Background: an optimization exercise with open tools, aiming at small area and a short achievable clock period. Do not read the settings as production practice.
Function was checked by simulation only, so behaviour that the tests miss may differ from the original.
Power and IR drop assume default switching activity.

<file path="design/flow/design.v">
module reduce_prime2r(
    input               clk,rst_n,
    input [69:0]        c,
    output reg [24:0]   res
    );
  wire n1;
  wire n2;
  wire n3;
  wire n4;
  wire n5;
  wire n6;
  wire n7;
  wire n8;
  wire n9;
  wire n10;
  wire n11;
  wire n12;
  wire n13;
  wire n14;
  wire n15;
  wire n16;
  wire n17;
  wire n18;
  wire n19;
  wire n20;
  wire n21;
  wire n22;
  wire n23;
  wire n24;
  wire n25;
  wire n26;
  wire n27;
  wire n28;
  wire n29;
  wire n30;
  wire n31;
  wire n32;
  wire n33;
  wire n34;
  wire n35;
  wire n36;
  wire n37;
  wire n38;
  wire n39;
  wire n40;
  wire n41;
  wire n42;
  wire n43;
  wire n44;
  wire n45;
  wire n46;
  wire n47;
  wire n48;
  wire n49;
  wire n50;
  wire n51;
  wire n52;
  wire n53;
  wire n54;
  wire n55;
  wire n56;
  wire n57;
  wire n58;
  wire n59;
  wire n60;
  wire n61;
  wire n62;
  wire n63;
  wire n64;
  wire n65;
  wire n66;
  wire n67;
  wire n68;
  wire n69;
  wire n70;
  wire n71;
  wire n72;
  wire n73;
  wire n74;
  wire n75;
  wire n76;
  wire n77;
  wire n78;
  wire n79;
  wire n80;
  wire n81;
  wire n82;
  wire n83;
  wire n84;
  wire n85;
  wire n86;
  wire n87;
  wire n88;
  wire n89;
  wire n90;
  wire n91;
  wire n92;
  wire n93;
  wire n94;
  wire n95;
  wire n96;
  wire n97;
  wire n98;
  wire n99;
  wire n100;
  wire n101;
  wire n102;
  wire n103;
  wire n104;
  wire n105;
  wire n106;
  wire n107;
  wire n108;
  wire n109;
  wire n110;
  wire n111;
  wire n112;
  wire n113;
  wire n114;
  wire n115;
  wire n116;
  wire n117;
  wire n118;
  wire n119;
  wire n120;
  wire n121;
  wire n122;
  wire n123;
  wire n124;
  wire n125;
  wire n126;
  wire n127;
  wire n128;
  wire n129;
  wire n130;
  wire n131;
  wire n132;
  wire n133;
  wire n134;
  wire n135;
  wire n136;
  wire n137;
  wire n138;
  wire n139;
  wire n140;
  wire n141;
  wire n142;
  wire n143;
  wire n144;
  wire n145;
  wire n146;
  wire n147;
  wire n148;
  wire n149;
  wire n150;
  wire n151;
  wire n152;
  wire n153;
  wire n154;
  wire n155;
  wire n156;
  wire n157;
  wire n158;
  wire n159;
  wire n160;
  wire n161;
  wire n162;
  wire n163;
  wire n164;
  wire n165;
  wire n166;
  wire n167;
  wire n168;
  wire n169;
  wire n170;
  wire n171;
  wire n172;
  wire n173;
  wire n174;
  wire n175;
  wire n176;
  wire n177;
  wire n178;
  wire n179;
  wire n180;
  wire n181;
  wire n182;
  wire n183;
  wire n184;
  wire n185;
  wire n186;
  wire n187;
  wire n188;
  wire n189;
  wire n190;
  wire n191;
  wire n192;
  wire n193;
  wire n194;
  wire n195;
  wire n196;
  wire n197;
  wire n198;
  wire n199;
  wire n200;
  wire n201;
  wire n202;
  wire n203;
  wire n204;
  wire n205;
  wire n206;
  wire n207;
  wire n208;
  wire n209;
  wire n210;
  wire n211;
  wire n212;
  wire n213;
  wire n214;
  wire n215;
  wire n216;
  wire n217;
  wire n218;
  wire n219;
  wire n220;
  wire n221;
  wire n222;
  wire n223;
  wire n224;
  wire n225;
  wire n226;
  wire n227;
  wire n228;
  wire n229;
  wire n230;
  wire n231;
  wire n232;
  wire n233;
  wire n234;
  wire n235;
  wire n236;
  wire n237;
  wire n238;
  wire n239;
  wire n240;
  wire n241;
  wire n242;
  wire n243;
  wire n244;
  wire n245;
  wire n246;
  wire n247;
  wire n248;
  wire n249;
  wire n250;
  wire n251;
  wire n252;
  wire n253;
  wire n254;
  wire n255;
  wire n256;
  wire n257;
  wire n258;
  wire n259;
  wire n260;
  wire n261;
  wire n262;
  wire n263;
  wire n264;
  wire n265;
  wire n266;
  wire n267;
  wire n268;
  wire n269;
  wire n270;
  wire n271;
  wire n272;
  wire n273;
  wire n274;
  wire n275;
  wire n276;
  wire n277;
  wire n278;
  wire n279;
  wire n280;
  wire n281;
  wire n282;
  wire n283;
  wire n284;
  wire n285;
  wire n286;
  wire n287;
  wire n288;
  wire n289;
  wire n290;
  wire n291;
  wire n292;
  wire n293;
  wire n294;
  wire n295;
  wire n296;
  wire n297;
  wire n298;
  wire n299;
  wire n300;
  wire n301;
  wire n302;
  wire n303;
  wire n304;
  wire n305;
  wire n306;
  wire n307;
  wire n308;
  wire n309;
  wire n310;
  wire n311;
  wire n312;
  wire n313;
  wire n314;
  wire n315;
  wire n316;
  wire n317;
  wire n318;
  wire n319;
  wire n320;
  wire n321;
  wire n322;
  wire n323;
  wire n324;
  wire n325;
  wire n326;
  assign n1 = ~c[30];
  fa_cell u_fa1 (.a(c[6]), .b(c[24]), .c(n1), .s(n2), .co(n3));
  assign n4 = ~c[31];
  fa_cell u_fa2 (.a(c[7]), .b(c[25]), .c(n4), .s(n5), .co(n6));
  assign n7 = ~c[32];
  fa_cell u_fa3 (.a(c[8]), .b(c[26]), .c(n7), .s(n8), .co(n9));
  assign n10 = ~c[33];
  fa_cell u_fa4 (.a(c[9]), .b(c[27]), .c(n10), .s(n11), .co(n12));
  assign n13 = ~c[34];
  fa_cell u_fa5 (.a(c[10]), .b(c[28]), .c(n13), .s(n14), .co(n15));
  assign n16 = ~c[35];
  fa_cell u_fa6 (.a(c[11]), .b(c[29]), .c(n16), .s(n17), .co(n18));
  assign n19 = ~c[36];
  fa_cell u_fa7 (.a(c[12]), .b(c[30]), .c(n19), .s(n20), .co(n21));
  assign n22 = ~c[37];
  fa_cell u_fa8 (.a(c[13]), .b(c[31]), .c(n22), .s(n23), .co(n24));
  assign n25 = ~c[38];
  fa_cell u_fa9 (.a(c[14]), .b(c[32]), .c(n25), .s(n26), .co(n27));
  assign n28 = ~c[39];
  fa_cell u_fa10 (.a(c[15]), .b(c[33]), .c(n28), .s(n29), .co(n30));
  assign n31 = ~c[40];
  fa_cell u_fa11 (.a(c[16]), .b(c[34]), .c(n31), .s(n32), .co(n33));
  assign n34 = ~c[41];
  fa_cell u_fa12 (.a(c[17]), .b(c[35]), .c(n34), .s(n35), .co(n36));
  assign n37 = ~c[42];
  fa_cell u_fa13 (.a(c[18]), .b(c[36]), .c(n37), .s(n38), .co(n39));
  assign n40 = ~c[43];
  fa_cell u_fa14 (.a(c[19]), .b(c[37]), .c(n40), .s(n41), .co(n42));
  assign n43 = ~c[44];
  fa_cell u_fa15 (.a(c[20]), .b(c[38]), .c(n43), .s(n44), .co(n45));
  assign n46 = ~c[45];
  fa_cell u_fa16 (.a(c[21]), .b(c[39]), .c(n46), .s(n47), .co(n48));
  assign n49 = ~c[46];
  fa_cell u_fa17 (.a(c[22]), .b(c[40]), .c(n49), .s(n50), .co(n51));
  assign n52 = ~c[47];
  fa_cell u_fa18 (.a(c[23]), .b(c[41]), .c(n52), .s(n53), .co(n54));
  assign n55 = c[0] ^ c[24];
  assign n56 = c[0] & ~c[24];
  assign n57 = ~c[48];
  fa_cell u_fa19 (.a(n57), .b(c[42]), .c(n55), .s(n58), .co(n59));
  assign n60 = ~c[25];
  fa_cell u_fa20 (.a(c[1]), .b(n60), .c(c[49]), .s(n61), .co(n62));
  fa_cell u_fa21 (.a(n40), .b(n56), .c(n61), .s(n63), .co(n64));
  assign n65 = ~c[26];
  fa_cell u_fa22 (.a(c[2]), .b(n65), .c(c[50]), .s(n66), .co(n67));
  fa_cell u_fa23 (.a(n43), .b(n62), .c(n66), .s(n68), .co(n69));
  assign n70 = ~c[27];
  fa_cell u_fa24 (.a(c[3]), .b(n70), .c(c[51]), .s(n71), .co(n72));
  fa_cell u_fa25 (.a(n46), .b(n67), .c(n71), .s(n73), .co(n74));
  assign n75 = ~c[28];
  fa_cell u_fa26 (.a(c[4]), .b(n75), .c(c[52]), .s(n76), .co(n77));
  fa_cell u_fa27 (.a(n49), .b(n72), .c(n76), .s(n78), .co(n79));
  assign n80 = ~c[29];
  fa_cell u_fa28 (.a(c[5]), .b(n80), .c(c[53]), .s(n81), .co(n82));
  fa_cell u_fa29 (.a(n52), .b(n77), .c(n81), .s(n83), .co(n84));
  assign n85 = c[54] ^ c[42];
  assign n86 = c[54] | c[42];
  fa_cell u_fa30 (.a(n2), .b(n54), .c(n82), .s(n87), .co(n88));
  assign n89 = ~n85;
  fa_cell u_fa31 (.a(n89), .b(n87), .c(n84), .s(n90), .co(n91));
  fa_cell u_fa32 (.a(n57), .b(c[55]), .c(c[43]), .s(n92), .co(n93));
  fa_cell u_fa33 (.a(n86), .b(n5), .c(n3), .s(n94), .co(n95));
  fa_cell u_fa34 (.a(n92), .b(n88), .c(n94), .s(n96), .co(n97));
  assign n98 = ~c[49];
  fa_cell u_fa35 (.a(n98), .b(c[56]), .c(c[44]), .s(n99), .co(n100));
  fa_cell u_fa36 (.a(n8), .b(n6), .c(n93), .s(n101), .co(n102));
  fa_cell u_fa37 (.a(n99), .b(n95), .c(n101), .s(n103), .co(n104));
  assign n105 = ~c[50];
  fa_cell u_fa38 (.a(n105), .b(c[57]), .c(c[45]), .s(n106), .co(n107));
  fa_cell u_fa39 (.a(n11), .b(n9), .c(n100), .s(n108), .co(n109));
  fa_cell u_fa40 (.a(n106), .b(n102), .c(n108), .s(n110), .co(n111));
  assign n112 = ~c[51];
  fa_cell u_fa41 (.a(n112), .b(c[58]), .c(c[46]), .s(n113), .co(n114));
  fa_cell u_fa42 (.a(n14), .b(n12), .c(n107), .s(n115), .co(n116));
  fa_cell u_fa43 (.a(n113), .b(n109), .c(n115), .s(n117), .co(n118));
  assign n119 = ~c[52];
  fa_cell u_fa44 (.a(n119), .b(c[59]), .c(c[47]), .s(n120), .co(n121));
  fa_cell u_fa45 (.a(n17), .b(n15), .c(n114), .s(n122), .co(n123));
  fa_cell u_fa46 (.a(n120), .b(n116), .c(n122), .s(n124), .co(n125));
  assign n126 = ~c[53];
  fa_cell u_fa47 (.a(c[48]), .b(n126), .c(c[60]), .s(n127), .co(n128));
  fa_cell u_fa48 (.a(n20), .b(n18), .c(n121), .s(n129), .co(n130));
  fa_cell u_fa49 (.a(n127), .b(n123), .c(n129), .s(n131), .co(n132));
  assign n133 = ~c[54];
  fa_cell u_fa50 (.a(c[49]), .b(n133), .c(c[61]), .s(n134), .co(n135));
  fa_cell u_fa51 (.a(n23), .b(n21), .c(n128), .s(n136), .co(n137));
  fa_cell u_fa52 (.a(n134), .b(n130), .c(n136), .s(n138), .co(n139));
  assign n140 = ~c[55];
  fa_cell u_fa53 (.a(c[50]), .b(n140), .c(c[62]), .s(n141), .co(n142));
  fa_cell u_fa54 (.a(n26), .b(n24), .c(n135), .s(n143), .co(n144));
  fa_cell u_fa55 (.a(n141), .b(n137), .c(n143), .s(n145), .co(n146));
  assign n147 = ~c[56];
  fa_cell u_fa56 (.a(c[51]), .b(n147), .c(c[63]), .s(n148), .co(n149));
  fa_cell u_fa57 (.a(n29), .b(n27), .c(n142), .s(n150), .co(n151));
  fa_cell u_fa58 (.a(n148), .b(n144), .c(n150), .s(n152), .co(n153));
  assign n154 = ~c[57];
  fa_cell u_fa59 (.a(c[52]), .b(n154), .c(c[64]), .s(n155), .co(n156));
  fa_cell u_fa60 (.a(n32), .b(n30), .c(n149), .s(n157), .co(n158));
  fa_cell u_fa61 (.a(n155), .b(n151), .c(n157), .s(n159), .co(n160));
  assign n161 = ~c[58];
  fa_cell u_fa62 (.a(c[53]), .b(n161), .c(c[65]), .s(n162), .co(n163));
  fa_cell u_fa63 (.a(n35), .b(n33), .c(n156), .s(n164), .co(n165));
  fa_cell u_fa64 (.a(n162), .b(n158), .c(n164), .s(n166), .co(n167));
  assign n168 = ~c[59];
  fa_cell u_fa65 (.a(c[54]), .b(n168), .c(c[66]), .s(n169), .co(n170));
  fa_cell u_fa66 (.a(n38), .b(n36), .c(n163), .s(n171), .co(n172));
  fa_cell u_fa67 (.a(n169), .b(n165), .c(n171), .s(n173), .co(n174));
  assign n175 = ~c[60];
  fa_cell u_fa68 (.a(c[55]), .b(n175), .c(c[67]), .s(n176), .co(n177));
  fa_cell u_fa69 (.a(n41), .b(n39), .c(n170), .s(n178), .co(n179));
  fa_cell u_fa70 (.a(n176), .b(n172), .c(n178), .s(n180), .co(n181));
  assign n182 = ~c[61];
  fa_cell u_fa71 (.a(c[56]), .b(n182), .c(c[68]), .s(n183), .co(n184));
  fa_cell u_fa72 (.a(n44), .b(n42), .c(n177), .s(n185), .co(n186));
  fa_cell u_fa73 (.a(n183), .b(n179), .c(n185), .s(n187), .co(n188));
  assign n189 = ~c[62];
  fa_cell u_fa74 (.a(c[57]), .b(n189), .c(c[69]), .s(n190), .co(n191));
  fa_cell u_fa75 (.a(n47), .b(n45), .c(n184), .s(n192), .co(n193));
  fa_cell u_fa76 (.a(n190), .b(n186), .c(n192), .s(n194), .co(n195));
  assign n196 = c[58] ^ c[63];
  assign n197 = c[58] & ~c[63];
  fa_cell u_fa77 (.a(n50), .b(n48), .c(n191), .s(n198), .co(n199));
  assign n200 = ~n196;
  fa_cell u_fa78 (.a(n200), .b(n193), .c(n198), .s(n201), .co(n202));
  assign n203 = c[59] ^ c[64];
  assign n204 = c[59] & ~c[64];
  fa_cell u_fa79 (.a(n197), .b(n53), .c(n51), .s(n205), .co(n206));
  assign n207 = ~n203;
  fa_cell u_fa80 (.a(n207), .b(n199), .c(n205), .s(n208), .co(n209));
  assign n210 = c[60] ^ c[65];
  assign n211 = n210;
  assign n212 = n204 ^ n211;
  assign n213 = n212 ^ n206;
  assign n214 = c[0] | ~c[24];
  gpn_cell u_gp1 (.a(c[1]), .b(~c[25]), .ng(n215), .nt(n216));
  gpn_cell u_gp2 (.a(c[2]), .b(~c[26]), .ng(n217), .nt(n218));
  gpn_cell u_gp3 (.a(c[3]), .b(~c[27]), .ng(n219), .nt(n220));
  gpn_cell u_gp4 (.a(c[4]), .b(~c[28]), .ng(n221), .nt(n222));
  gpn_cell u_gp5 (.a(c[5]), .b(~c[29]), .ng(n223), .nt(n224));
  gpn_cell u_gp7 (.a(n5), .b(n3), .ng(n225), .nt(n226));
  gpn_cell u_gp8 (.a(n8), .b(n6), .ng(n227), .nt(n228));
  gpn_cell u_gp9 (.a(n11), .b(n9), .ng(n229), .nt(n230));
  gpn_cell u_gp10 (.a(n14), .b(n12), .ng(n231), .nt(n232));
  gpn_cell u_gp11 (.a(n17), .b(n15), .ng(n233), .nt(n234));
  gpn_cell u_gp12 (.a(n20), .b(n18), .ng(n235), .nt(n236));
  gpn_cell u_gp13 (.a(n23), .b(n21), .ng(n237), .nt(n238));
  gpn_cell u_gp14 (.a(n26), .b(n24), .ng(n239), .nt(n240));
  gpn_cell u_gp15 (.a(n29), .b(n27), .ng(n241), .nt(n242));
  gpn_cell u_gp16 (.a(n32), .b(n30), .ng(n243), .nt(n244));
  gpn_cell u_gp17 (.a(n35), .b(n33), .ng(n245), .nt(n246));
  gpn_cell u_gp18 (.a(n38), .b(n36), .ng(n247), .nt(n248));
  gpn_cell u_gp19 (.a(n41), .b(n39), .ng(n249), .nt(n250));
  gpn_cell u_gp20 (.a(n44), .b(n42), .ng(n251), .nt(n252));
  gpn_cell u_gp21 (.a(n47), .b(n45), .ng(n253), .nt(n254));
  gpn_cell u_gp22 (.a(n50), .b(n48), .ng(n255), .nt(n256));
  gpn_cell u_gp23 (.a(n53), .b(n51), .ng(n257), .nt(n258));
  assign n259 = ~n215 | (~n216 & n214);
  assign n260 = ~n216 & 1'b1;
  assign n261 = ~n219 | (~n220 & ~n217);
  assign n262 = ~n220 & ~n218;
  assign n263 = ~n223 | (~n224 & ~n221);
  assign n264 = ~n224 & ~n222;
  assign n265 = ~n217 | (~n218 & n259);
  assign n266 = ~n218 & n260;
  assign n267 = n261 | (n262 & n259);
  assign n268 = n262 & n260;
  assign n269 = ~n221 | (~n222 & n267);
  assign n270 = ~n222 & n268;
  assign n271 = n263 | (n264 & n267);
  assign n272 = n264 & n268;
  assign n273 = ~n225 | (~n226 & 1'b0);
  assign n274 = ~n226 & n2;
  assign n275 = ~n229 | (~n230 & ~n227);
  assign n276 = ~n230 & ~n228;
  assign n277 = ~n233 | (~n234 & ~n231);
  assign n278 = ~n234 & ~n232;
  assign n279 = ~n237 | (~n238 & ~n235);
  assign n280 = ~n238 & ~n236;
  assign n281 = ~n227 | (~n228 & n273);
  assign n282 = ~n228 & n274;
  assign n283 = n275 | (n276 & n273);
  assign n284 = n276 & n274;
  assign n285 = ~n235 | (~n236 & n277);
  assign n286 = ~n236 & n278;
  assign n287 = n279 | (n280 & n277);
  assign n288 = n280 & n278;
  assign n289 = ~n231 | (~n232 & n283);
  assign n290 = ~n232 & n284;
  assign n291 = n277 | (n278 & n283);
  assign n292 = n278 & n284;
  assign n293 = n285 | (n286 & n283);
  assign n294 = n286 & n284;
  assign n295 = n287 | (n288 & n283);
  assign n296 = n288 & n284;
  assign n297 = ~n241 | (~n242 & ~n239);
  assign n298 = ~n242 & ~n240;
  assign n299 = ~n245 | (~n246 & ~n243);
  assign n300 = ~n246 & ~n244;
  assign n301 = ~n249 | (~n250 & ~n247);
  assign n302 = ~n250 & ~n248;
  assign n303 = ~n253 | (~n254 & ~n251);
  assign n304 = ~n254 & ~n252;
  assign n305 = ~n257 | (~n258 & ~n255);
  assign n306 = ~n258 & ~n256;
  assign n307 = ~n243 | (~n244 & n297);
  assign n308 = ~n244 & n298;
  assign n309 = n299 | (n300 & n297);
  assign n310 = n300 & n298;
  assign n311 = ~n251 | (~n252 & n301);
  assign n312 = ~n252 & n302;
  assign n313 = n303 | (n304 & n301);
  assign n314 = n304 & n302;
  assign n315 = ~n247 | (~n248 & n309);
  assign n316 = ~n248 & n310;
  assign n317 = n301 | (n302 & n309);
  assign n318 = n302 & n310;
  assign n319 = n311 | (n312 & n309);
  assign n320 = n312 & n310;
  assign n321 = n313 | (n314 & n309);
  assign n322 = n314 & n310;
  assign n323 = ~n255 | (~n256 & n321);
  assign n324 = ~n256 & n322;
  assign n325 = n305 | (n306 & n321);
  assign n326 = n306 & n322;
  wire [24:0] wa = {n209, n202, n195, n188, n181, n174, n167, n160, n153, n146, n139, n132, n125, n118, n111, n104, n97, n91, n90, n79, n74, n69, n64, n59, n54};
  wire [24:0] wb = {n213, n208, n201, n194, n187, n180, n173, n166, n159, n152, n145, n138, n131, n124, n117, n110, n103, n96, 1'b0, n83, n78, n73, n68, n63, n58};
  wire wdg0 = n271;
  wire wdg1 = n295;
  wire wdp1 = n296;
  wire wdg2 = n325;
  wire wdp2 = n326;
  reg [24:0] ra, rb;
  reg rdg0, rdg1, rdp1, rdg2, rdp2;
  always @(posedge clk) begin
    ra <= wa; rb <= wb; rdg0 <= wdg0; rdg1 <= wdg1; rdp1 <= wdp1; rdg2 <= wdg2; rdp2 <= wdp2;
  end
  wire m1;
  wire m2;
  wire m3;
  wire m4;
  wire m5;
  wire m6;
  wire m7;
  wire m8;
  wire m9;
  wire m10;
  wire m11;
  wire m12;
  wire m13;
  wire m14;
  wire m15;
  wire m16;
  wire m17;
  wire m18;
  wire m19;
  wire m20;
  wire m21;
  wire m22;
  wire m23;
  wire m24;
  wire m25;
  wire m26;
  wire m27;
  wire m28;
  wire m29;
  wire m30;
  wire m31;
  wire m32;
  wire m33;
  wire m34;
  wire m35;
  wire m36;
  wire m37;
  wire m38;
  wire m39;
  wire m40;
  wire m41;
  wire m42;
  wire m43;
  wire m44;
  wire m45;
  wire m46;
  wire m47;
  wire m48;
  wire m49;
  wire m50;
  wire m51;
  wire m52;
  wire m53;
  wire m54;
  wire m55;
  wire m56;
  wire m57;
  wire m58;
  wire m59;
  wire m60;
  wire m61;
  wire m62;
  wire m63;
  wire m64;
  wire m65;
  wire m66;
  wire m67;
  wire m68;
  wire m69;
  wire m70;
  wire m71;
  wire m72;
  wire m73;
  wire m74;
  wire m75;
  wire m76;
  wire m77;
  wire m78;
  wire m79;
  wire m80;
  wire m81;
  wire m82;
  wire m83;
  wire m84;
  wire m85;
  wire m86;
  wire m87;
  wire m88;
  wire m89;
  wire m90;
  wire m91;
  wire m92;
  wire m93;
  wire m94;
  wire m95;
  wire m96;
  wire m97;
  wire m98;
  wire m99;
  wire m100;
  wire m101;
  wire m102;
  wire m103;
  wire m104;
  wire m105;
  wire m106;
  wire m107;
  wire m108;
  wire m109;
  wire m110;
  wire m111;
  wire m112;
  wire m113;
  wire m114;
  wire m115;
  wire m116;
  wire m117;
  wire m118;
  wire m119;
  wire m120;
  wire m121;
  wire m122;
  wire m123;
  wire m124;
  wire m125;
  wire m126;
  wire m127;
  wire m128;
  wire m129;
  wire m130;
  wire m131;
  wire m132;
  wire m133;
  wire m134;
  wire m135;
  wire m136;
  wire m137;
  wire m138;
  wire m139;
  wire m140;
  wire m141;
  wire m142;
  wire m143;
  wire m144;
  wire m145;
  wire m146;
  wire m147;
  wire m148;
  wire m149;
  wire m150;
  wire m151;
  wire m152;
  wire m153;
  wire m154;
  wire m155;
  wire m156;
  wire m157;
  wire m158;
  wire m159;
  wire m160;
  wire m161;
  wire m162;
  wire m163;
  wire m164;
  wire m165;
  wire m166;
  assign m1 = (rdg2 | (rdp2 & (rdg1 | (rdp1 & rdg0))));
  assign m2 = ~ra[0] ^ ~rb[0];
  assign m3 = ~ra[0] & ~rb[0];
  assign m4 = ~ra[1] ^ rb[1];
  assign m5 = ~ra[1] & rb[1];
  assign m6 = ra[2] ^ rb[2];
  assign m7 = ra[2] & rb[2];
  assign m8 = ra[3] ^ rb[3];
  assign m9 = ra[3] & rb[3];
  assign m10 = ra[4] ^ rb[4];
  assign m11 = ra[4] & rb[4];
  assign m12 = ra[5] ^ rb[5];
  assign m13 = ra[5] & rb[5];
  assign m14 = ra[7] ^ rb[7];
  assign m15 = ra[7] & rb[7];
  assign m16 = ra[8] ^ rb[8];
  assign m17 = ra[8] & rb[8];
  assign m18 = ra[9] ^ rb[9];
  assign m19 = ra[9] & rb[9];
  assign m20 = ra[10] ^ rb[10];
  assign m21 = ra[10] & rb[10];
  assign m22 = ra[11] ^ rb[11];
  assign m23 = ra[11] & rb[11];
  assign m24 = ra[12] ^ rb[12];
  assign m25 = ra[12] & rb[12];
  assign m26 = ra[13] ^ rb[13];
  assign m27 = ra[13] & rb[13];
  assign m28 = ra[14] ^ rb[14];
  assign m29 = ra[14] & rb[14];
  assign m30 = ra[15] ^ rb[15];
  assign m31 = ra[15] & rb[15];
  assign m32 = ra[16] ^ rb[16];
  assign m33 = ra[16] & rb[16];
  assign m34 = ra[17] ^ rb[17];
  assign m35 = ra[17] & rb[17];
  assign m36 = ra[18] ^ rb[18];
  assign m37 = ra[18] & rb[18];
  assign m38 = ra[19] ^ rb[19];
  assign m39 = ra[19] & rb[19];
  assign m40 = ra[20] ^ rb[20];
  assign m41 = ra[20] & rb[20];
  assign m42 = ra[21] ^ rb[21];
  assign m43 = ra[21] & rb[21];
  assign m44 = ra[22] ^ rb[22];
  assign m45 = ra[22] & rb[22];
  assign m46 = ra[23] ^ rb[23];
  assign m47 = ra[23] & rb[23];
  assign m48 = m5 | (m4 & m3);
  assign m49 = m4 & m2;
  assign m50 = m9 | (m8 & m7);
  assign m51 = m8 & m6;
  assign m52 = m13 | (m12 & m11);
  assign m53 = m12 & m10;
  assign m54 = m7 | (m6 & m48);
  assign m55 = m6 & m49;
  assign m56 = m50 | (m51 & m48);
  assign m57 = m51 & m49;
  assign m58 = m11 | (m10 & m56);
  assign m59 = m10 & m57;
  assign m60 = m52 | (m53 & m56);
  assign m61 = m53 & m57;
  assign m62 = m3 | (m2 & ~m1);
  assign m63 = m48 | (m49 & ~m1);
  assign m64 = m54 | (m55 & ~m1);
  assign m65 = m56 | (m57 & ~m1);
  assign m66 = m58 | (m59 & ~m1);
  assign m67 = m60 | (m61 & ~m1);
  assign m68 = ra[6] | m60;
  assign m69 = ra[6] & (m60 | m61);
  assign m70 = m1 ? m68 : m69;
  assign m71 = m17 | (m16 & m15);
  assign m72 = m16 & m14;
  assign m73 = m21 | (m20 & m19);
  assign m74 = m20 & m18;
  assign m75 = m25 | (m24 & m23);
  assign m76 = m24 & m22;
  assign m77 = m29 | (m28 & m27);
  assign m78 = m28 & m26;
  assign m79 = m33 | (m32 & m31);
  assign m80 = m32 & m30;
  assign m81 = m37 | (m36 & m35);
  assign m82 = m36 & m34;
  assign m83 = m41 | (m40 & m39);
  assign m84 = m40 & m38;
  assign m85 = m45 | (m44 & m43);
  assign m86 = m44 & m42;
  assign m87 = m73 | (m74 & m71);
  assign m88 = m74 & m72;
  assign m89 = m77 | (m78 & m75);
  assign m90 = m78 & m76;
  assign m91 = m81 | (m82 & m79);
  assign m92 = m82 & m80;
  assign m93 = m85 | (m86 & m83);
  assign m94 = m86 & m84;
  assign m95 = m89 | (m90 & m87);
  assign m96 = m90 & m88;
  assign m97 = m93 | (m94 & m91);
  assign m98 = m94 & m92;
  assign m99 = m97 | (m98 & m95);
  assign m100 = m98 & m96;
  assign m101 = m91 | (m92 & m95);
  assign m102 = m92 & m96;
  assign m103 = m75 | (m76 & m87);
  assign m104 = m76 & m88;
  assign m105 = m79 | (m80 & m95);
  assign m106 = m80 & m96;
  assign m107 = m83 | (m84 & m101);
  assign m108 = m84 & m102;
  assign m109 = m19 | (m18 & m71);
  assign m110 = m18 & m72;
  assign m111 = m23 | (m22 & m87);
  assign m112 = m22 & m88;
  assign m113 = m27 | (m26 & m103);
  assign m114 = m26 & m104;
  assign m115 = m31 | (m30 & m95);
  assign m116 = m30 & m96;
  assign m117 = m35 | (m34 & m105);
  assign m118 = m34 & m106;
  assign m119 = m39 | (m38 & m101);
  assign m120 = m38 & m102;
  assign m121 = m43 | (m42 & m107);
  assign m122 = m42 & m108;
  assign m123 = m47 | (m46 & m99);
  assign m124 = m46 & m100;
  assign m125 = m15 | (m14 & m70);
  assign m126 = m71 | (m72 & m70);
  assign m127 = m109 | (m110 & m70);
  assign m128 = m87 | (m88 & m70);
  assign m129 = m111 | (m112 & m70);
  assign m130 = m103 | (m104 & m70);
  assign m131 = m113 | (m114 & m70);
  assign m132 = m95 | (m96 & m70);
  assign m133 = m115 | (m116 & m70);
  assign m134 = m105 | (m106 & m70);
  assign m135 = m117 | (m118 & m70);
  assign m136 = m101 | (m102 & m70);
  assign m137 = m119 | (m120 & m70);
  assign m138 = m107 | (m108 & m70);
  assign m139 = m121 | (m122 & m70);
  assign m140 = m99 | (m100 & m70);
  assign m141 = m123 | (m124 & m70);
  assign m142 = m2 ^ ~m1;
  assign m143 = m4 ^ m62;
  assign m144 = m6 ^ m63;
  assign m145 = m8 ^ m64;
  assign m146 = m10 ^ m65;
  assign m147 = m12 ^ m66;
  assign m148 = ra[6] ^ m1 ^ m67;
  assign m149 = m14 ^ m70;
  assign m150 = m16 ^ m125;
  assign m151 = m18 ^ m126;
  assign m152 = m20 ^ m127;
  assign m153 = m22 ^ m128;
  assign m154 = m24 ^ m129;
  assign m155 = m26 ^ m130;
  assign m156 = m28 ^ m131;
  assign m157 = m30 ^ m132;
  assign m158 = m32 ^ m133;
  assign m159 = m34 ^ m134;
  assign m160 = m36 ^ m135;
  assign m161 = m38 ^ m136;
  assign m162 = m40 ^ m137;
  assign m163 = m42 ^ m138;
  assign m164 = m44 ^ m139;
  assign m165 = m46 ^ m140;
  assign m166 = ra[24] ^ rb[24] ^ m1 ^ m141;
  wire [24:0] sum = {m166, m165, m164, m163, m162, m161, m160, m159, m158, m157, m156, m155, m154, m153, m152, m151, m150, m149, m148, m147, m146, m145, m144, m143, m142};
  always @(posedge clk or negedge rst_n)
    if (!rst_n) res <= 25'd0;
    else res <= sum;
endmodule
module fa_cell(input a, b, c, output s, co);
  assign s = a ^ b ^ c;
  assign co = (a & b) | (a & c) | (b & c);
endmodule
module gpn_cell(input a, b, output ng, nt);
  assign ng = ~(a & b);
  assign nt = ~(a | b);
endmodule
</file>
<file path="design/flow/flow/run.sh">
#!/bin/bash
set -euo pipefail
export BUFFER_PORTS_ARGS="-buffer_cell sky130_fd_sc_hd__buf_1"
bash standard.sh > standard_flow.log 2>&1
</file>
<file path="design/flow/standard.sh">
#!/bin/bash
# synth_recipe.tcl (not shown) runs the flow's synth.tcl, then flattens the netlist and writes it again
# the make line also repeats each setting of config.mk as NAME=value (left out here)
make -C /OpenROAD-flow-scripts/flow DESIGN_CONFIG=/design/flow/config.mk WORK_HOME=/design/flow/orfs CLKGATE_MAP_FILE= SYNTH_SCRIPT=/design/flow/synth_recipe.tcl "${@:-finish}"
</file>
<file path="design/flow/config.mk">
export PLATFORM = sky130hd
export DESIGN_NAME = reduce_prime2r
export DESIGN_NICKNAME = reduce_prime2r
export VERILOG_FILES = /design/flow/design.v
export SDC_FILE = /design/flow/constraint.sdc
export NUM_CORES = 4
export LEC_CHECK = 0
export CAP_MARGIN = 20
export CORE_MARGIN = 2
export CORE_UTILIZATION = 60
export CTS_BUF_LIST = sky130_fd_sc_hd__clkbuf_4 sky130_fd_sc_hd__clkbuf_8
export GPL_ROUTABILITY_DRIVEN = 0
export PLACE_DENSITY = 0.75
export SETUP_SLACK_MARGIN = 2.7
export SLEW_MARGIN = 20
export SYNTH_HIERARCHICAL = 1
</file>
<file path="design/flow/constraint.sdc">
create_clock -name core_clock -period 5.3 [get_ports {clk}]
set_input_delay 1.0600 -clock core_clock [delete_from_list [all_inputs] [get_ports {clk}]]
set_output_delay 1.0600 -clock core_clock [all_outputs]
set_load 0.01 [all_outputs]
</file>
==> results.txt, run 1 <==
The flow ran to the end and the layout has no timing, DRC or antenna violations. The post-synth design cell area is 4920 um2. Number of input and output port buffers inserted: 96. VDD sags by at most 301 uV. The clock drives 79 sinks.

For this run the aggregate overflow at the end of global routing stands at 0. Clock skew on the completed layout was measured at 0.00816 ns. Detailed-routing iteration count for the pre-antenna-repair pass: 5.

By count the netlist is led by fa_1 (82), dfxtp_1 (54), inv_1 (52), nor2_1 (36), nand2_1 (29). TritonCTS built the clock tree. Type of the most critical hold path: reg2reg. The initial utilization of the core area, before any placement, comes to 60.8%. The sum of negative setup slack was 0 ns; the routed length per instance was 17.3 um.

The tools report the cell leakage power as 2.53 nW. The tools report the share of synthesized area occupied by flip-flops and latches as 34.7%. After the first detailed-routing iteration, the DRC count stood at 202.

The synthesis-to-layout area growth is 16.9%, and the synthesis warning total is 7. In this design, the stage delay of the slowest critical-path cell is 0.60 ns. The run gives 424 as the number of instances in the synthesized netlist.

Measured against its own limit, the worst slew margin works out to 69.3%. For this run, design rule violations remaining after detail routing come to 0. At the pin with the least slew margin, the transition time is 0.456 ns.

After legalization and detailed placement, the total HPWL measured 9.46 mm. A synthesized cell averages 11.6 um2. Summing all multi-input logic gate instances after layout gives 3070 um2. For this run, asynchronously set or reset flops after synthesis account for 31.6%.

The H-tree generated during clock tree synthesis spans 3 levels. The kind of launch point of the worst setup path was an input port. The post-route netlist has 11.8% of its cells at a drive strength greater than 1. The number of endpoints with negative hold slack in the final report is 0, and the via count of the first global-routing pass is 3427.

The power density of the placed cells is 483 nW/um2. The count of max-cap constraint violations is 0, and the data required time at the worst endpoint is 5.58 ns. The chip height is 94.6 um, and the count of fill cells added during filler insertion is 612. The logs give 9 for the clock buffer count from CTS and 97 for the I/O pin count. The synthesized design contains 0 enable-type register cells. The final net count is 718, and the final standard cell utilization of the core is 71.1%.

The share of synthesized area in the top cell type comes to 33.4%. The core region area was 8090 um2. The count of non-filler cells in the finished layout is 646, and the final wirelength is 11.2 mm. Setup repair after global routing could not meet its margin everywhere.

The run gives 1710 um2 as the footprint of the flip-flops and latches. In this run the clock root is driven by a clkbuf_8. The number of register bits inferred by synthesis works out to 79.

For the clock tree buffer depth, the log shows 2. Clock-pin slew was measured on the worst setup and hold paths at 0.08 ns. STA classifies the critical path endpoint as a flop. Traced cell by cell, the critical path runs through buf_4 -> inv_2 -> fa_2 -> nor2_2 -> nor3_2 -> o21bai_1 -> a21oi_1 -> nor2b_1 -> o21ai_1 -> a21oi_1 -> o21a_1 -> o21ai_1.

Yosys instantiated no cell more often than fa_1. Path type of the worst setup path: in2reg. Placed instance count: 626. The final-report max-slew violation count is 0, and the maximum number of pins on one net before global-route repair is 26.

The final critical-path share of the clock period was 48.7%. The repair_antennas step left the layout with diodes totalling 0. In this run the core area contains 33 standard-cell rows. The cell class contributing the biggest share of worst-path delay is compound AO/OA/AOI/OAI gates. The die covers 8940 um2.

Counting both buffers and inverters, the worst setup path holds a total of 2. Number of nets with antenna violations after detailed routing: 0. The net count of the mapped netlist was 606; the die boundary width was 94.6 um.

Number of hold buffers added after cts: 0. The routed layout has 3409 vias. STA puts the critical path data arrival time at 2.86 ns.

The synthesized netlist contains 36 unique library cells. Setup violations remaining at the end of the flow were counted as 0. For the worst-skew pair, the clock arrives at the later sink with an insertion delay of 0.36 ns.

Based on the critical path, the design can be clocked at up to 388 MHz. Most common flop cell mapped by yosys: dfxtp_1. In the routed layout, each cell is associated on average with a via count of 5.28.

The run gives 27.2% as the global-route usage over all layers. Among all stages on the critical path, the largest delay is contributed by fa_2. The first global-routing pass estimated 17.0 mm of wire. Of all cell types, the one taking the most synthesized area is fa_1.

By area the synthesized netlist is led by fa_1 (33%), dfxtp_1 (22%), dfrtp_1 (13%). The minimum clock period after layout came out at 2.58 ns. Along the worst path, the maximum fanout reaches 3. For the number of antenna violations at the first check in global routing, the log shows 0.
-- per-module statistics from Yosys, one instance, submodules excluded --
| module | flops+latches | times used | cells inside | area, um2 |
|---|---|---|---|---|
| reduce_prime2r | 79 | 1 | 300 | 3160 |
| fa_cell | 0 | 80 | 1 | 20.0 |
| gpn_cell | 0 | 22 | 2 | 7.51 |
-- where the power goes --
| group | switching, mW | leakage, nW | internal [mW] |
|---|---|---|---|
| clock network | 0.227 | 0.112 | 0.290 |
| registers | 0.0785 | 0.746 | 0.859 |
| logic | 0.740 | 1.67 | 0.587 |
-- per-layer routing --
layer / part of all wire, % / vias up / global-route usage [%] / wire (um)
li1: - / 1583 / - / -
met1: 39 / 1624 / 34.5 / 4300
met2: 48 / 171 / 44.6 / 5350
met3: 11 / 31 / 6.62 / 1170
met4: 3.0 / 0 / 12.3 / 332
met5: 0 / - / 0 / 0
-- worst paths after layout --
path / depth (start not counted) / start / to / slack [ns]
max: 12 / c[40] / rdg2 / 2.72
min: 1 / ra[6] / res[6] / 0.52
max reg2reg: 9 / ra[5] / res[17] / 2.79
min reg2reg: 1 / ra[6] / res[6] / 0.52
max in group asynchronous: 2 / rst_n / res[19] / 4.37
min in group asynchronous: 2 / rst_n / res[15] / 0.68
-- placed cells by master (no fill, tap or decap), drive strengths merged, types with 2 or more instances in the layout --
cell type and count:
clkbuf 20, a31oi 2, inv 52, buf 92, a21o 2, o21a 4, ha 28, xor2 11
nor2b 6, nand3 2, nor4 4, clkinvlp 2, nand4 3, nor2 36, nor3 4, bufinv 2
dfxtp 54, fa 82, xnor2 16, dfrtp 25, nand2 30, a21oi 23, and3 3, nand2b 6
o21ai 20
-- worst register-to-register path: stages, from the launching register on --
cell,delay [ns]
dfxtp_1,0.31
ha_1,0.35
a21oi_2,0.20
o21ai_1,0.12
or3_1,0.40
and2_4,0.18
a221o_1,0.40
o21ai_0,0.20
nand2b_1,0.09
xor2_1,0.14
-- timing repair --
action,in CTS,in global routing
endpoints found under the hold margin,0,0
buffers inserted,0,4
gates resized for setup,8,28
setup endpoints to repair,8,16
pin swaps,0,13
-- flip-flops by register name (all words and copies together), names as in the netlist --
name / count
rdg0: 1
rdp2: 1
rdg2: 1
rdp1: 1
rdg1: 1
ra: 25
rb: 24
res: 25
-- area by class of cell --
| type | instances | share of cell area, % |
|---|---|---|
| Clock inverter | 5 | 1.39 |
| Timing Repair Buffer | 101 | 7.35 |
| Clock buffer | 11 | 2.63 |
| Tap cell | 105 | 2.28 |
| Sequential cell | 79 | 29.7 |
| Inverter | 52 | 3.39 |
| Multi-Input combinational cell | 293 | 53.3 |
-- through the flow --
step / hold WS [ns] / instance area, um2 / power, mW / worst slack, ns
6_report: 0.518 / 5760 / 2.78 / 2.72
3_3_place_gp: 0.488 / 5430 / 2.20 / 2.28
2_1_floorplan: 0.471 / 4930 / 1.90 / 2.65
4_1_cts: 0.508 / 5670 / 2.77 / 2.70
5_1_grt: 0.541 / 5760 / 3.00 / 2.61
3_5_place_dp: 0.498 / 5430 / 2.25 / 2.26
-- logic make-up after synthesis --
logic type / after synthesis / synth area share [%]
flops: 79 / 34.7
xor+xnor: 27 / 4.80
buf+inv: 52 / 3.97
compound gates: 58 / 6.81
simple gates: 98 / 9.28
fa+ha+maj: 110 / 40.5
==> inputs of run 2 (changes only) <==
--- a/design/flow/config.mk
+++ b/design/flow/config.mk
@@ -9,7 +9,6 @@
 export CORE_MARGIN = 2
 export CORE_UTILIZATION = 60
 export CTS_BUF_LIST = sky130_fd_sc_hd__clkbuf_4 sky130_fd_sc_hd__clkbuf_8
-export GPL_ROUTABILITY_DRIVEN = 0
 export PLACE_DENSITY = 0.75
 export SETUP_SLACK_MARGIN = 2.7
 export SLEW_MARGIN = 20
==> run 2 against run 1 <==
Against the previous run:
- hold slack gained 0.00097 ns
- non-clock buffer count shrank 2
- final area shrank 0.33%
- clock skew is essentially flat
- clock power is essentially flat
- combinational power is essentially flat
- sequential power is essentially flat
- total power is essentially flat
- fmax grew 0.13%
- largest power group unchanged
==> results.txt, run 2 <==
The fraction of synthesized cell area in xor and xnor cells is 4.80% (unchanged). Latest clock arrival within the worst-skew pair: 0.36 ns (about the same). Final net count: 716 (-0.28%).

The synthesis warning total was 7 (unchanged). The largest fanout of any net on the critical path came out at 3 (unchanged). The minimum clock period after layout was 2.58 ns (-0.00323 ns); the number of distinct library cells after synthesis was 36 (unchanged). The logs give 1.75 mW (+0.52%) for the internal power and 424 (unchanged) for the number of instances in the synthesized netlist.

The complex-gate fraction of the synthesized area came out at 6.81% (unchanged). The run finished with no timing, DRC or antenna violations. For the via count of the first global-routing pass, the log shows 3579 (+4.4%). Setup repair after global routing could not meet its margin everywhere. STA classifies the critical path endpoint as a flop. The actual transition at the worst max-transition pin is 0.483 ns (+0.0272 ns). The cell leakage power is 2.53 nW (about the same). The share of synthesized area occupied by flip-flops and latches was 34.7% (unchanged); the share of post-route cells with drive strength above 1 was 12.2% (+0.41 points). The placement-stage worst setup slack is 2.26 ns (+0.000120 ns). The die boundary width is 94.6 um (unchanged), and the share of power burned in combinational logic is 47.7% (about the same). The kind of launch point of the worst setup path is an input port. The logs give 67.4% (-1.8 points) for the relative slew slack and 5 (unchanged) for the detailed-routing iteration count for the pre-antenna-repair pass. The count of antenna diodes in the layout is 0 (unchanged).

Yosys attributes the largest share of cell area to fa_1 (33%), dfxtp_1 (22%), dfrtp_1 (13%). The met2 layer wire length in the routed design is 5.37 mm (+0.41%). The run gives 151 (-25%) as the detailed router's first-iteration violation count. The chip height works out to 94.6 um (unchanged). Wire length on met1: 4.73 mm (+10%).

The logs give 303 uV (+0.87%) for the maximum ir drop on the vdd rail and 28.1% (+0.91 points) for the global-route usage over all layers. The final standard cell utilization of the core is 70.9% (-0.23 points). The fraction of power spent switching nets is 37.2% (-0.38 points). Among all flip-flop cells after synthesis, the most frequent one is dfxtp_1.

The run gives 8940 um2 (unchanged) as the floorplan die area. The data required time at the worst endpoint was 5.54 ns (-0.04 ns). The final-report setup violation count is 0 (unchanged).

The mean post-synth cell area is 11.6 um2 (unchanged), and the final critical-path share of the clock period is 48.6% (-0.061 points). The tools report the number of nets with antenna violations after detailed routing as 0 (unchanged). The worst clock skew on the final layout is 0.00783 ns (-0.000326 ns).

The tools report the net count of the mapped netlist as 606 (unchanged). The fraction of the mapped netlist area in simple logic gates works out to 9.28% (unchanged). The largest registers in the layout are ra: 25 flops, res: 25 flops, rb: 24 flops. For the data arrival time of the critical path, the log shows 2.81 ns (-0.05 ns). The clock buffer count from CTS was 9 (unchanged); the total number of placement rows was 33 (unchanged). The mean number of vias per cell was 5.37 (+1.8%); the maximum number of pins on one net before global-route repair was 26 (unchanged). The min-delay analysis places its worst path in the category reg2reg.

The tools report the half-perimeter wire length after placement as 9.84 mm (+3.9%). TritonCTS built the clock tree. The overall power of the completed layout is 2.78 mW (about the same). Achievable clock frequency: 388 MHz (+0.13%).

The highest metal layer used by the detailed router is met4. The final-report max-slew violation count was 0 (unchanged). Core region area: 8090 um2 (unchanged). For the number of hold buffers added after cts, the log shows 0 (unchanged).

The run gives 1.03 mW (-1.1%) as the net switching component of the power. Leaving out fill and tap cells, the most frequent cells in the layout are buf_1 (75), fa_1 (74), dfxtp_1 (54). The first-pass GRT wire length is 17.7 mm (+4.2%), and the power density of the placed cells is 485 nW/um2 (+0.25%).

For the number of antenna violations at the first check in global routing, the log shows 0 (unchanged). The final estimated routing congestion in global placement came out at 0.922. The main combinational cell family by area after synthesis is adder cells. The number of register bits inferred by synthesis is 79 (unchanged).

The worst path setup slack after routing was 2.72 ns (+0.00323 ns); the clock tree buffer depth was 2 (unchanged). The total via count after detailed routing was 3459 (+1.5%). Adder-cell share of the synthesized area: 40.5% (unchanged). The clock input transition at the sequential cells of the worst setup and hold paths was 0.08 ns (about the same). The portion of netlist area occupied by mux cells was 0% (unchanged); the total grt overflow was 0 (unchanged). The leading cell type in the layout, fill and taps excluded is buf_1.

Sorting the synthesized cells by how often they occur yields fa_1 (82), dfxtp_1 (54), inv_1 (52), nor2_1 (36), nand2_1 (29). Number of enable flip-flop cells after synthesis: 0 (unchanged). The clock root buffer is clkbuf_8. The sum of negative setup slack was 0 ns (unchanged). The initial standard-cell utilization of the core was 60.8% (unchanged). The proportion of register bits with asynchronous set or reset after synthesis was 31.6% (unchanged).

In the post-synthesis netlist, the cell with the most instances is fa_1. The routed length per instance was 17.7 um (+2.6%). The number of input and output port buffers inserted came out at 96 (unchanged). The library cell with the largest summed area after synthesis is fa_1. From synthesis to final layout, the design area changed by 16.5%. Share of power burned in registers: 33.7% (about the same).

The fraction of power consumed by the clock network is 18.6% (about the same), and the I/O pin count is 97 (unchanged). The path type of the worst setup path was in2reg. Post-route DRC violation count: 0 (unchanged). Final wirelength: 11.4 mm (+2.3%).

Area share of the largest cell type after synthesis: 33.4% (unchanged). For the count of max-cap constraint violations, the log shows 0 (unchanged). The met3 layer wire length in the routed design was 993 um (-15%). The number of endpoints with negative hold slack in the final report is 0 (unchanged). The tools report the H-tree depth reported by CTS as 3 (unchanged). For the sink count of the clock tree, the log shows 79 (unchanged). The post-synth design cell area is 4920 um2 (unchanged).
run 2: kinds of logic after synthesis:
group	after synthesis
flip-flops	79
adder cells (fa/ha/maj)	110
XOR/XNOR	27
buffers and inverters	52
AND/OR/NAND/NOR	98
AO/OA/AOI/OAI	58
run 2: per-module statistics from Yosys, one instance, submodules excluded:
module	flops+latches	cells	copies in the design	cell area (um2)
fa_cell	0	1	80	20.0
gpn_cell	0	2	22	7.51
reduce_prime2r	79	300	1	3160
run 2: power by group through the flow:
stage               Sequential, mW  Combinational, mW  Clock [mW]
finish                       0.937               1.33       0.517
global route                 0.960               1.50       0.550
CTS                          0.940               1.32       0.528
detailed placement           0.953               1.31           0
global placement             0.944               1.26           0
floorplan                    0.991              0.909           0
run 2: timing repair:
| action | in CTS | in global routing |
|---|---|---|
| buffers inserted | 0 | 2 |
| hold endpoints to repair | 0 | 0 |
| endpoints found under the setup margin | 9 | 17 |
| gates resized for setup | 8 | 29 |
| pin swaps | 0 | 9 |
run 2: routing by layer:
layer | track usage (%) | up-vias
li1 | - | 1579
met1 | 37.9 | 1683
met2 | 45.1 | 172
met3 | 6.86 | 25
met4 | 9.78 | 0
met5 | 0 | -
run 2: layout make-up:
type,instances,area [um2]
Tap cell,105,131
Sequential cell,79,1710
Multi-Input combinational cell,293,3060
Clock buffer,13,166
Clock inverter,3,65.1
Inverter,52,195
Fill cell,645,2360
Timing Repair Buffer,99,409
run 2: final timing paths:
path,from,end,slack (ns),depth (start not counted)
max,c[40],rb[16],2.72,6
min,ra[6],res[6],0.52,1
max reg2reg,ra[5],res[17],2.85,9
min reg2reg,ra[6],res[6],0.52,1
max in group asynchronous,rst_n,res[23],4.36,2
min in group asynchronous,rst_n,res[18],0.68,2
run 2: critical path, stage by stage:
cell and delay, ns:
clkbuf_2 0.11, inv_1 0.06, fa_2 0.60, buf_4 0.12, fa_1 0.42, fa_1 0.43
run 2: per-stage QoR:
step | hold WS (ns) | cell area, um2 | instances
2_1_floorplan | 0.471 | 4930 | 424
6_report | 0.519 | 5740 | 644
5_1_grt | 0.536 | 5740 | 644
4_1_cts | 0.515 | 5670 | 642
3_3_place_gp | 0.489 | 5430 | 626
3_5_place_dp | 0.505 | 5430 | 626
==> inputs of run 3 (changes only) <==
--- a/design/flow/config.mk
+++ b/design/flow/config.mk
@@ -8,7 +8,7 @@
 export CAP_MARGIN = 20
 export CORE_MARGIN = 2
 export CORE_UTILIZATION = 60
-export CTS_BUF_LIST = sky130_fd_sc_hd__clkbuf_4 sky130_fd_sc_hd__clkbuf_8
+export CTS_BUF_LIST = sky130_fd_sc_hd__clkbuf_2 sky130_fd_sc_hd__clkbuf_4 sky130_fd_sc_hd__clkbuf_8
 export PLACE_DENSITY = 0.75
 export SETUP_SLACK_MARGIN = 2.7
 export SLEW_MARGIN = 20
==> run 3 against run 2 <==
Against the previous run:
- hold slack stayed put
- largest cell class unchanged
- critical path type unchanged
- combinational power hardly changed
- routed wire length stayed put
- global-route usage stayed put
- non-clock buffer count stayed put
- critical path depth stayed put
- flip-flop and latch count stayed put
- synthesized area stayed put
- register-to-register slack hardly changed
- sequential power hardly changed
- largest power group unchanged
- critical endpoint unchanged
- first-iteration DRC count stayed put
- total power stayed put
==> results.txt, run 3 <==
The flow ran to the end and the layout has no timing, DRC or antenna violations. The placed instance count came out at 626 (unchanged). The stage delay of the slowest cell on the critical path came out at 0.60 ns (about the same). The share of power burned in registers was 33.7% (about the same); the share of post-route cells with drive strength above 1 was 12.2% (unchanged).

The met1 track utilization from global routing is 37.9% (unchanged), and the chip height is 94.6 um (unchanged). Latest clock arrival within the worst-skew pair: 0.36 ns (about the same). The net count of the mapped netlist was 606 (unchanged).

The maximum number of pins on one net before global-route repair came out at 26 (unchanged). The path type of the worst setup path is in2reg. For the final-report setup violation count, the log shows 0 (unchanged). The power density of the placed cells is 485 nW/um2 (unchanged). The library cells used most frequently in the layout, excluding fill and tap cells, are buf_1 (75), fa_1 (74), dfxtp_1 (54). The cell class contributing the biggest share of worst-path delay is adder cells. The critical path goes through clkbuf_2 -> inv_1 -> fa_2 -> buf_4 -> fa_1 -> fa_1. Global routing's busiest layer: met2.

The final-report max-slew violation count is 0 (unchanged), and the data arrival time of the critical path is 2.81 ns (about the same). Setup slack on the worst flop-to-flop path: 2.85 ns (about the same). The count of antenna diodes in the layout was 0 (unchanged). The net switching component of the power is 1.03 mW (unchanged).

The kind of launch point of the worst setup path is an input port. The footprint of the flip-flops and latches is 1710 um2 (unchanged), and the number of antenna violations at the first check in global routing is 0 (unchanged). The number of input and output port buffers inserted is 96 (unchanged), and the number of distinct library cells after synthesis is 36 (unchanged). Overall power of the completed layout: 2.78 mW (unchanged). The clock buffer count from CTS was 9 (unchanged); the data required time at the worst endpoint was 5.54 ns (about the same). The maximum ir drop on the vdd rail is 303 uV (unchanged), and the number of enable flip-flop cells after synthesis is 0 (unchanged). For the number of hold buffers added after cts, the log shows 0 (unchanged). The tools report the synthesis warning total as 7 (unchanged). Minimum clock period after layout: 2.58 ns (unchanged). The run gives 0 (unchanged) as the post-route DRC violation count. The number of nets with antenna violations after detailed routing is 0 (unchanged). The number of endpoints with negative hold slack in the final report is 0 (unchanged). The tools report the detailed router's first-iteration violation count as 151 (unchanged). The fraction of power spent switching nets came out at 37.2% (unchanged). The die boundary width was 94.6 um (unchanged); the worst path setup slack after routing was 2.72 ns (unchanged). TritonCTS built the clock tree. The tools report the total via count after detailed routing as 3459 (unchanged). The commonest cells after synthesis are fa_1 (82), dfxtp_1 (54), inv_1 (52), nor2_1 (36), nand2_1 (29). The clock input transition at the sequential cells of the worst setup and hold paths was 0.08 ns (about the same); the core region area was 8090 um2 (unchanged). The proportion of register bits with asynchronous set or reset after synthesis is 31.6% (unchanged).

The routed length per instance was 17.7 um (unchanged); the met2 usage in global routing was 45.1% (unchanged). The final net count is 716 (unchanged), and the area share of the largest cell type after synthesis is 33.4% (unchanged). The via count of the first global-routing pass came out at 3579 (unchanged). The run gives 11.4 mm (unchanged) as the final wirelength.

Of all cell types, the one taking the most synthesized area is fa_1. The number of instances in the synthesized netlist came out at 424 (unchanged). The final estimated routing congestion in global placement was 0.922 (unchanged).

The tools report the clock tree buffer depth as 2 (unchanged). The post-synth design cell area came out at 4920 um2 (unchanged). The mean post-synth cell area was 11.6 um2 (unchanged); the detailed-routing iteration count for the pre-antenna-repair pass was 5 (unchanged). The sink count of the clock tree was 79 (unchanged); the half-perimeter wire length after placement was 9.84 mm (unchanged).

The run gives 0 ns (unchanged) as the sum of negative setup slack. The most prevalent standard cell on the critical path was fa_1. The critical path buffer and inverter count was 3 (unchanged). For the count of max-cap constraint violations, the log shows 0 (unchanged). The tools report the I/O pin count as 97 (unchanged).

The logs give 645 (unchanged) for the count of fill cells added during filler insertion and 8940 um2 (unchanged) for the floorplan die area. Worst-path cell with the longest stage delay: fa_2. The kind of end point of the critical path is a flop. The count of non-filler cells in the finished layout was 644 (unchanged); the met3 track utilization from global routing was 6.86% (unchanged). The run gives 33 (unchanged) as the total number of placement rows. Type of the most critical hold path: reg2reg.

Setup repair after global routing could not meet its margin everywhere. The run gives 2.26 ns (unchanged) as the placement-stage worst setup slack. The actual transition at the worst max-transition pin was 0.483 ns (unchanged); the area of the multi-input gates was 3060 um2 (unchanged).

The final critical-path share of the clock period works out to 48.6% (unchanged). Largest fanout of any net on the critical path: 3 (unchanged). In the final layout, the registers with the most flip-flops are ra: 25 flops, res: 25 flops, rb: 24 flops. The number of register bits inferred by synthesis is 79 (unchanged). Yosys instantiated no cell more often than fa_1. In this run the clock root is driven by a clkbuf_8. The cell leakage power came out at 2.53 nW (unchanged).

Sorting the synthesized cells by area gives the leading types as fa_1 (33%), dfxtp_1 (22%), dfrtp_1 (13%). For the worst clock skew on the final layout, the log shows 0.00783 ns (unchanged). For the share of power burned in combinational logic, the log shows 47.7% (about the same). The first-pass GRT wire length is 17.7 mm (unchanged). The most common flop cell mapped by yosys was dfxtp_1. The logs give 3 (unchanged) for the H-tree depth reported by CTS and 70.9% (unchanged) for the final standard cell utilization of the core.

The tools report the relative slew slack as 67.4% (unchanged). The run gives 388 MHz (unchanged) as the achievable clock frequency. The initial standard-cell utilization of the core was 60.8% (unchanged). The internal power is 1.75 mW (unchanged). For the total grt overflow, the log shows 0 (unchanged). The fraction of power consumed by the clock network was 18.6% (about the same). Leading cell type in the layout, fill and taps excluded: buf_1. The tools report the share of synthesized area occupied by flip-flops and latches as 34.7% (unchanged). The mean number of vias per cell is 5.37 (unchanged). The tools report the global-route usage over all layers as 28.1% (unchanged). The synthesis-to-layout area growth came out at 16.5% (unchanged).
## run 3: cell counts after synthesis
Identical to the previous run, type by type.
## run 3: area by class of cell
class / count / share of cell area [%]
clock buffers: 13 / 2.90
clock inverters: 3 / 1.13
inverters: 52 / 3.40
multi-input cells: 293 / 53.4
flip-flops and latches: 79 / 29.7
well taps: 105 / 2.29
repair buffers: 99 / 7.13
## run 3: power groups by stage
| stage | logic (mW) | registers [mW] | clock network, mW |
|---|---|---|---|
| 6_report | 1.33 | 0.937 | 0.517 |
| 5_1_grt | 1.50 | 0.960 | 0.550 |
| 4_1_cts | 1.32 | 0.940 | 0.528 |
| 3_5_place_dp | 1.31 | 0.953 | 0 |
| 3_3_place_gp | 1.26 | 0.944 | 0 |
| 2_1_floorplan | 0.909 | 0.991 | 0 |
## run 3: path summary, 6_finish.rpt
check / from / to / cells past startpoint
min: ra[6] / res[6] / 1
max reg2reg: ra[5] / res[17] / 9
max: c[40] / rb[16] / 6
min in group asynchronous: rst_n / res[18] / 2
max in group asynchronous: rst_n / res[23] / 2
min reg2reg: ra[6] / res[6] / 1
## run 3: per-stage QoR
step | hold slack (ns) | cell area, um2
after detailed placement | 0.505 | 5430
after global routing | 0.536 | 5740
final | 0.519 | 5740
after global placement | 0.489 | 5430
after floorplan | 0.471 | 4930
after CTS | 0.515 | 5670
## run 3: cell families after synthesis
kind of cell,share of synthesized area [%]
adders and majority gates,40.5
xor gates and xnor gates,4.80
buffers and inverters,3.97
DFF,34.7
AOI/OAI and AO/OA,6.81
and+or+nand+nor,9.28
## run 3: routing by layer
layer,routed length (um),vias up,share of wire [%]
li1,-,1579,-
met1,4730,1683,41
met2,5370,172,47
met3,993,25,8.7
met4,317,0,2.8
met5,0,-,0
## run 3: timing repair
action	4_1_cts	5_1_grt
endpoints found under the hold margin	0	0
pin swaps	0	9
endpoints found under the setup margin	9	17
buffers inserted	0	2
resized for setup	8	29
## run 3: Yosys stat by module, one instance, submodules excluded
module	area [um2]	flip-flops and latches	copies in the design	cells
gpn_cell	7.51	0	22	2
reduce_prime2r	3160	79	1	300
fa_cell	20.0	0	80	1
## run 3: worst reg2reg max path: cells and delay by family (launching register included)
kind / cells / cell delay [ns]
compound gates: 4 / 0.88
xor+xnor: 1 / 0.14
fa+ha+maj: 1 / 0.35
flops: 1 / 0.31
simple gates: 3 / 0.67

==> what the ideal ports hide <==
The flow's constraints put no driver on any port. The routed layouts listed below were extracted and timed again, unchanged, in two steps.
Step 1: set_driving_cell puts a clkbuf_16 on clk and a buf_2 on each other input, an assumption about the parent block.
Step 2, shift: input delay + t, output delay - t, t = (earliest + latest rising clock arrival at the registers) / 2. This alone moves slack from input paths to output paths.
a / b / c = no drivers / after step 1 / after step 2; a / b = the first two.
run | shift t [ns] | slack for setup (ns) | hold slack, ns | worst slew at a driven data input, ns
run 1 | 0.386 | 2.721 / 2.729 / 2.343 | 0.518 / 0.518 / 0.518 | 0.04
run 2 | 0.384 | 2.724 / 2.727 / 2.343 | 0.519 / 0.519 / 0.519 | 0.04
run 3 | 0.384 | 2.724 / 2.727 / 2.343 | 0.519 / 0.519 / 0.519 | 0.04
After both steps setup and hold are still met in every run listed.
